This design comes from an exercise in tuning for small area on the open sky130 flow, not from production work.
Power is estimated from default activity; no workload was simulated.

==> v32: inputs <==
## plane_game_logic
module plane_game_logic(
    input clk, rst,
    input button_left, button_shoot, button_right, button_up, button_down,
    input ps2_clk,ps2_data,
    input vs_neg,
    output [7:0] SSEG_CA, SSEG_AN,
    output [7:0] led,
    output reg play,
    output [3:0] hited,
    output [10:0] my_plane_x, my_plane_y,
    output [10:0] my_bullet_x, my_bullet_y,
    output have_bullet_now,
    output [10:0] enemy_x, enemy_y,
    output [10:0] enemy_bullet_x, enemy_bullet_y,
    output have_enemy_bullet_now);
export LEC_CHECK = 0
export CAP_MARGIN = 20
export CORE_MARGIN = 2
export CORE_UTILIZATION = 40
export PLACE_DENSITY = 0.6
export SLEW_MARGIN = 20
create_clock -name core_clock -period 10.0 [get_ports {clk}]
standard.sh (not shown) runs the stock make flow with config.mk's settings and CLKGATE_MAP_FILE= SYNTH_SCRIPT=/design/flow/synth_recipe.tcl, a recipe that flattens the netlist after the stock synthesis.
==> flow/flow/run.sh <==
#!/bin/bash
# Own layout flow: the standard ORFS flow (standard.sh, unchanged
# synthesis), with smaller port buffers and a clock tree built from small
# clock buffers without dummy loads.
set -euo pipefail
export BUFFER_PORTS_ARGS="-buffer_cell sky130_fd_sc_hd__buf_1"
export CTS_ARGS="-sink_clustering_enable -repair_clock_nets -dont_use_dummy_load -buf_list sky130_fd_sc_hd__clkbuf_16 -root_buf sky130_fd_sc_hd__clkbuf_16 -sink_clustering_size 36 -sink_clustering_max_diameter 70"
bash standard.sh > flow_make.log 2>&1
==> v7 (differences from v32) <==
--- a/flow/design.v
+++ b/flow/design.v
@@ -118,34 +118,34 @@
 assign spo[3] = ~((~a[0] & a[1] & a[2]) | (~a[0] & ~a[2] & ~a[3]) | (a[0] & ~a[1] & a[2]) | (a[0] & a[1] & ~a[2]) | (~a[1] & a[3]));
 assign spo[4] = (a[0] & ~a[1] & ~a[2]) | (a[0] & ~a[3]) | (~a[1] & a[2] & ~a[3]);
 assign spo[5] = ~((~a[0] & ~a[1]) | (~a[0] & a[2]) | (~a[1] & a[2] & ~a[3]) | (a[1] & a[3]) | (~a[2] & a[3]));
 assign spo[6] = (~a[0] & ~a[1] & a[2] & a[3]) | (a[0] & a[1] & a[2] & ~a[3]) | (~a[1] & ~a[2] & ~a[3]);
 endmodule
 module ssegment(
     input clk, por,
     input [2:0] hited,
-    input [3:0] hit,
-    input hinc, hdinc,
+    input [3:0] score,
+    input hdinc,
     output [7:0] SSEG_AN, SSEG_CA);
     reg [16:0] M;
     reg a, sel, blank;
     reg [3:0] d;
     wire [7:0] w;
 always @(posedge clk) begin
     if(por) begin
         M <= 17'd0;
         a <= 1'b0;
     end else begin
         M <= {~M[15:0], ~(M[16] ^ M[13])};
         if(M == 17'd0) a <= ~a;
     end
     blank <= por;
     sel <= a;
-    d <= a ? (hit - {3'd0, hinc}) : (4'd3 - {1'b0, hited} + {3'd0, hdinc});
+    d <= a ? score : (4'd3 - {1'b0, hited} + {3'd0, hdinc});
 end
 ROM_ssegment R0(d, w);
 assign SSEG_CA = blank ? 8'hff : w;
 assign SSEG_AN = {5'b11111, blank | sel, 1'b1, blank | ~sel};
 endmodule
 module enemy_position(
     input clk, rst, vs_neg,
     output [10:0] enemy_x, enemy_y);
@@ -280,20 +280,20 @@
     integer i; reg c;
     begin
         c = 1'b0;
         for(i = 0; i < 10; i = i + 1)
             c = (a[i] & ~b[i]) | (c & ~(a[i] ^ b[i]));
         gt10 = c;
     end
 endfunction
-wire yinc = ed & gt10(10'd703, ny);
-wire ydec = eu & gt10(ny, 10'd193);
-wire xdec = el & gt10(nx, 10'd65);
-wire xinc = er & gt10(10'd959, nx);
+wire yinc = ed & (ny < 10'd703);
+wire ydec = eu & (ny > 10'd193);
+wire xdec = el & (nx > 10'd65);
+wire xinc = er & (nx < 10'd959);
 function automatic [9:0] step10(input [9:0] n, input inc, input dec);
     integer i; reg c;
     begin
         c = inc;
         for(i = 0; i < 10; i = i + 1) begin
             step10[i] = n[i] ^ dec ^ c;
             c = (n[i] & dec) | (c & (n[i] ^ dec));
         end
@@ -319,17 +319,17 @@
 endmodule
 module my_bullet_control(
     input clk, rst,
     input shoot,
     input vs_neg,
     input [9:0] my_plane_x, my_plane_y,
     input [8:0] ex, ebx,
     output reg [9:0] my_bullet_x, my_bullet_y,
-    output reg [3:0] hit,
+    output reg [3:0] score,
     output reg hinc,
     output reg have_bullet_now);
 function automatic [10:0] add11(input [10:0] a, input [10:0] b);
     integer i; reg c;
     begin
         c = 1'b0;
         for(i = 0; i < 11; i = i + 1) begin
             add11[i] = a[i] ^ b[i] ^ c;
@@ -357,52 +357,53 @@
         end
     end
 endfunction
 reg hn;
 reg [9:0] bnx, bny;
 wire [10:0] sy = add11({1'b0, my_plane_y}, 11'h7a0);    
 wire [9:0] start_y = sy[9:0];
 wire [10:0] dy = add11({1'b0, bny}, 11'h7fa);           
-wire on_screen = ~ge11(11'd35, {1'b0, bny});             
+wire on_screen = (bny > 10'd35);             
 wire [9:0] de = sub10({1'b0, ex}, {1'b0, bnx[9:1]});
 wire [9:0] db = sub10({1'b0, ebx}, {1'b0, bnx[9:1]});
 wire ine = de[9] ? ((de[8:0] > 9'd472) | ((de[8:0] == 9'd472) & ~bnx[0])) : (de[8:0] <= 9'd40);
 wire inb = db[9] ? (db[8:0] >= 9'd500) : (db[8:0] <= (bnx[0] ? 9'd13 : 9'd12));
-wire hit_enemy = ge11(11'd160, {1'b0, bny}) && ine && hn;
+wire hit_enemy = (bny <= 10'd160) && ine && hn;
 wire hit_bullet = inb && hn;
 wire fire = shoot && !hn;
-wire [3:0] hit1 = {hit[3] ^ (hit[2] & hit[1] & hit[0]), hit[2] ^ (hit[1] & hit[0]), hit[1] ^ hit[0], ~hit[0]};
+wire [3:0] hit = {score[3] ^ (hinc & score[2] & score[1] & score[0]), score[2] ^ (hinc & score[1] & score[0]),
+                  score[1] ^ (hinc & score[0]), score[0] ^ hinc};
 always @(posedge clk) begin
     if(rst) begin
         bnx <= my_plane_x;
         bny <= start_y;
         hn <= 1'b0;
-        hit <= 4'd0;
+        score <= 4'd0;
         hinc <= 1'b0;
         have_bullet_now <= 1'b0;
         my_bullet_x <= my_plane_x;
         my_bullet_y <= start_y;
     end else begin
         hinc <= 1'b0;
+        score <= hit;
         if(fire) begin
             bnx <= my_plane_x;
             bny <= start_y;
             hn <= 1'b1;
         end else if(vs_neg) begin
             if(on_screen)
                 bny <= dy[9:0];
             else begin
                 hn <= 1'b0;
                 bnx <= my_plane_x;
                 bny <= start_y;
             end
             if(hit_enemy) begin
                 hn <= 1'b0;
-                hit <= hit1;
                 hinc <= 1'b1;
             end
             if(hit_bullet)
                 hn <= 1'b0;
         end
         if(vs_neg) begin
             have_bullet_now <= hn;
             my_bullet_x <= bnx;
@@ -422,17 +423,17 @@
     output [3:0] hited,
     output [10:0] my_plane_x, my_plane_y,
     output [10:0] my_bullet_x, my_bullet_y,
     output have_bullet_now,
     output [10:0] enemy_x, enemy_y,
     output [10:0] enemy_bullet_x, enemy_bullet_y,
     output have_enemy_bullet_now);
 wire up, down, left, right, shoot;
-wire [3:0] hit;
+wire [3:0] score;
 wire hinc;
 reg hdinc;
 wire hdinc_next;
 wire A_left_key_press, A_right_key_press, A_up_key_press, A_down_key_press;
 wire A_fire;
 wire game_rst = rst | shoot;
 always @(posedge clk) begin
     if(game_rst) play <= 1'b0;
@@ -494,25 +495,24 @@
     .shoot  (A_fire),
     .vs_neg (vs_neg),
     .my_plane_x (mpx),
     .my_plane_y (mpy),
     .ex     (ex),
     .ebx    (ebx),
     .my_bullet_x (mbx),
     .my_bullet_y (mby),
-    .hit    (hit),
+    .score  (score),
     .hinc   (hinc),
     .have_bullet_now (have_bullet_now));
 ssegment M11(
     .clk    (clk),
     .por    (rst),
     .hited  (hd),
-    .hit    (hit),
-    .hinc   (hinc),
+    .score  (score),
     .hdinc  (hdinc),
     .SSEG_CA (SSEG_CA),
     .SSEG_AN (SSEG_AN));
 KeyBoard_TOP M12(
     .clk    (clk),
     .rst    (game_rst),
     .por    (rst),
     .ps2_clk  (ps2_clk),
==> flow/flow/run.sh (replaced) <==
#!/bin/bash
# Own layout flow: the standard ORFS flow (standard.sh, unchanged
# synthesis), with smaller port buffers and a clock tree built from small
# clock buffers without dummy loads.
set -euo pipefail
export BUFFER_PORTS_ARGS="-buffer_cell sky130_fd_sc_hd__buf_1"
export CTS_ARGS="-sink_clustering_enable -repair_clock_nets -dont_use_dummy_load -buf_list sky130_fd_sc_hd__clkbuf_8 -root_buf sky130_fd_sc_hd__clkbuf_8 -sink_clustering_size 18 -sink_clustering_max_diameter 50"
bash standard.sh > flow_make.log 2>&1
- CORE_UTILIZATION: 40 -> 65
- PLACE_DENSITY: 0.6 -> 0.75
==> comparison <==
In v7 the register-to-register slack is worse than in v32, by 0.11 ns. Against v32, the synthesized cell count of v7 is smaller by about 1.5%. Core utilization: v7 is higher than v32 (26 points). Of v32 and v7, v7 has the higher global-route usage (gap 8.2 points). In v7 the non-clock buffer count is lower than in v32, by 1. In v32 the cell count is larger than in v7, by about 11%. In v7 the first-iteration DRC count is larger than in v32, by about 9%. Sequential power is about the same in v7 and v32. Between v7 and v32, the lower clock skew is in v32 (gap 0.033 ns). Sequential share of layout area: v32 is lower than v7 (1.6 points). Against v7, the die area of v32 is larger by about 60%.
==> figures <==
metric	v7	v32
Status	timing/DRC/antenna clean	timing/DRC/antenna clean
Met3 capacity usage during global routing	0.0352	0.0193
Mean Syn Cell Area	10.4 µm²	10.3 µm²
CP max stage delay	0.47 ns	0.80 ns
Arrival time of data at the critical path endpoint	6.41 ns	6.13 ns
CP Launch Type	primary input	flip-flop
Wl on met1	12100 µm	13300 µm
Met2 track utilization from global routing	0.378	0.243
Global-route wire length before repair	44400 µm	46400 µm
Count of plain and timing-repair buffers	101	102
Mux contribution to synthesized area	0.0306	0.0309
Hold Worst Slack	0.370 ns	0.388 ns
Post-route clock period utilization	0.599	0.574
Combinational gate power	0.118 mW	0.119 mW
Clock group	0.754 mW	0.871 mW
Terminating pin of the worst hold path	M9.CD.M[9]$_SDFF_PP0_	M8.J1.M[8]$_DFF_P_
Time the worst path needs with I/O delays and setup	5.99 ns	5.74 ns
Sequential share of the synthesized area	0.552	0.547
Pwr Density	161 nW/µm²	164 nW/µm²
Netlist area before placement	14500 µm²	14600 µm²
WP buf/inv	2	0
Switching power of the nets	0.554 mW	0.569 mW
Fraction of the mapped netlist area in adder cells	0.108	0.108
No run of this note included a check of the RTL's function; only the layout flow was run.

-- port drivers added, routing unchanged --
In the flow no input, the clock included, has a driving cell. The finished layouts below were timed again as built, in two steps.
Step 1 (the two cells are an assumption about what drives the block):
set clk [get_ports {clk}]
set_driving_cell -lib_cell sky130_fd_sc_hd__clkbuf_16 $clk
set_driving_cell -lib_cell sky130_fd_sc_hd__buf_2 [delete_from_list [all_inputs] $clk]
Step 2 moves the port delays by t, midway between the first and last clock arrival at a register: inputs arrive t later, outputs are due t later. That takes back most of the time a late clock gives input paths.
a / b / c = ideal ports / drivers / drivers and shift; a / b = the first two.
| run | shift t [ns] | setup WS [ns] | worst slew at a driven data input, ns | cell pins on the clock port's net |
|---|---|---|---|---|
| v32 | 0.571 | 4.259 / 4.259 / 3.983 | 0.03 | 1 |
| v7 | 0.555 | 4.015 / 4.037 / 3.482 | 0.05 | 1 |
After both steps setup and hold are still met in every run listed. For v7, which loses most, drivers alone change the setup slack by +0.022 ns; drivers and shift together by -0.533 ns.
